From an optimization exercise on the open Yosys and OpenROAD flow, aimed at small area and a short achievable clock period; shortcuts taken in it are not production practice.
Function was checked by simulation only, so behaviour that the tests miss may differ from the original.

// dist_sort
module dist_sort (
    input logic        clk, rst,
    input logic [63:0] query,
    input logic [63:0] search_0,
    input logic [63:0] search_1,
    input logic [63:0] search_2,
    input logic [63:0] search_3,
    input logic [63:0] search_4,
    input logic [63:0] search_5,
    input logic [63:0] search_6,
    input logic [63:0] search_7,
    input logic        in_valid,
    output logic [2:0] addr_1st,
    output logic [2:0] addr_2nd,
    output logic       out_valid
);
For scale: ~8100 cells after synthesis, ~620 flip-flops, roughly 590 I/O pins, roughly 64000 um^2 of cells after synthesis.
Settings: LEC_CHECK=0, ABC_AREA=1, CAP_MARGIN=20, CORE_MARGIN=2, CORE_UTILIZATION=40, SLEW_MARGIN=20, SYNTH_HIERARCHICAL=1, SYNTH_MINIMUM_KEEP_SIZE=0; clock period 17.0 ns.
standard.sh (not shown) runs the stock make flow with config.mk's settings and CLKGATE_MAP_FILE= SYNTH_SCRIPT=/design/flow/synth_recipe.tcl, a recipe that flattens the netlist after the stock synthesis.
==> flow/flow/run.sh <==
#!/bin/bash
# The standard layout (standard.sh: synthesis to final layout), with every input and
# output port buffered by the platform's smallest buffer instead of the default choice.
set -euo pipefail
export BUFFER_PORTS_ARGS="-buffer_cell sky130_fd_sc_hd__buf_1"
bash standard.sh > standard.log 2>&1
The starting point passed the timing, design-rule and antenna checks.
Edit:
==> flow/run.sh (new file) <==
#!/bin/bash
# synth_recipe.tcl (not shown) runs the flow's synth.tcl, then flattens the netlist and writes it again
# the make line also repeats each setting of config.mk as NAME=value (left out here)
make -C /OpenROAD-flow-scripts/flow DESIGN_CONFIG=/design/flow/config.mk WORK_HOME=/design/flow/orfs CLKGATE_MAP_FILE= SYNTH_SCRIPT=/design/flow/synth_recipe.tcl finish
removed: flow/flow/run.sh
removed: flow/standard.sh
Outcome: Worst hold slack improved by 7.7 ps. Worst setup slack got worse by 300 ps. Non-clock buffer count does not change. Via count hardly moves. Maximum frequency decreases by 5.2%. Clock-buffer cell count increases by 1.
Edit:
==> flow/flow/run.sh (new file) <==
#!/bin/bash
# The standard layout (standard.sh: synthesis to final layout), with every input and
# output port buffered by the platform's smallest buffer instead of the default choice.
set -euo pipefail
export BUFFER_PORTS_ARGS="-buffer_cell sky130_fd_sc_hd__buf_1"
bash standard.sh > standard.log 2>&1
==> flow/standard.sh (new file) <==
#!/bin/bash
# synth_recipe.tcl (not shown) runs the flow's synth.tcl, then flattens the netlist and writes it again
# the make line also repeats each setting of config.mk as NAME=value (left out here)
make -C /OpenROAD-flow-scripts/flow DESIGN_CONFIG=/design/flow/config.mk WORK_HOME=/design/flow/orfs CLKGATE_MAP_FILE= SYNTH_SCRIPT=/design/flow/synth_recipe.tcl "${@:-finish}"
Settings changed: CAP_MARGIN 20 to 50, CORE_UTILIZATION 40 to 55, CTS_BUF_LIST set to sky130_fd_sc_hd__clkbuf_4 sky130_fd_sc_hd__clkbuf_8, SLEW_MARGIN 20 to 70.
removed: flow/run.sh
After rerunning:
- The new run completed with no timing, DRC or antenna violations
- first-iteration DRC count came out higher by 15%
- global-route usage came out higher by 7.0 points
- final cell count came out lower by 4.4%
- routed wire length came out lower by 10%
- design area came out lower by 5.3%
- register-to-register slack is better by 170 ps
Edit:
Settings changed: CAP_MARGIN 50 to 20, CORE_UTILIZATION 55 to 40, CTS_BUF_LIST sky130_fd_sc_hd__clkbuf_4 sky130_fd_sc_hd__clkbuf_8 to not set, SLEW_MARGIN 70 to 80.
- setup slack improved by 120 ps
- hold slack improved by 9.1 ps
- design area rose by 3.8%
- final cell count goes up by 5.0%
- die area rises by 37%
- core utilization went down by 15 points

========
== job 5749 ==
dist_sort, a different RTL version from the one above (not shown whole).
For scale: about 8500 cells after synthesis, about 790 flip-flops, ~590 I/O pins.
Settings: LEC_CHECK=0, ABC_AREA=1, CAP_MARGIN=50, CORE_MARGIN=2, CORE_UTILIZATION=55, SLEW_MARGIN=70, SYNTH_HIERARCHICAL=1, SYNTH_MINIMUM_KEEP_SIZE=0; clock period 17.0 ns.
==> flow/flow/run.sh <==
#!/bin/bash
# The standard layout (standard.sh: synthesis to final layout), with every input and
# output port buffered by the platform's smallest buffer instead of the default choice.
set -euo pipefail
export BUFFER_PORTS_ARGS="-buffer_cell sky130_fd_sc_hd__buf_1"
bash standard.sh > standard.log 2>&1
Relative to job 5749, the following input files were edited for job 806:
- CORE_UTILIZATION: 55 -> 48
Findings:
- Looking at utilization, job 806 sits below job 5749.
- Count of clock-buffer cells in the layout was higher in the run labelled job 5749.
- Compared with job 5749, job 806 ends up with more cell area.
- Job 806 and job 5749 ended up with roughly the same clock insertion delay at the later pin of the skew report.
- Looking at final worst slack, job 806 sits 0.0074 ns lower than job 5749 does.
- Signal arrival time at the worst endpoint in job 806 is 0.02 ns above job 5749.

==> what the ideal ports hide <==
In the flow no input, the clock included, has a driving cell. The finished layouts below were timed again as built, in two steps.
Step 1 (the two cells are an assumption about what drives the block):
set clk [get_ports {clk}]
set_driving_cell -lib_cell sky130_fd_sc_hd__clkbuf_16 $clk
set_driving_cell -lib_cell sky130_fd_sc_hd__buf_2 [delete_from_list [all_inputs] $clk]
Step 2 times the ports against the registers' clock, not the clock port: input delays grow and output delays shrink by t, the midpoint of the rising clock arrivals with the driver on.
Three values: ideal, step 1, step 2; two values: the first two.
run | t, ns | setup slack, ns | pins driven straight from the clock port
the first run of note 1 | 0.762 | 11.543 / 11.543 / 10.926 | 1
the second run of note 1 | 0.756 | 11.242 / 11.299 / 10.543 | 1
the third run of note 1 | 0.871 | 11.629 / 11.629 / 11.281 | 1
the fourth run of note 1 | 0.764 | 11.746 / 11.746 / 11.212 | 1
job 5749 | 0.794 | 12.263 / 12.323 / 11.528 | 1
job 806 | 0.810 | 12.256 / 12.312 / 11.510 | 1
After both steps every run listed still meets setup and hold. For job 806, which loses most, drivers alone change the setup slack by +0.056 ns; drivers and shift together by -0.746 ns.
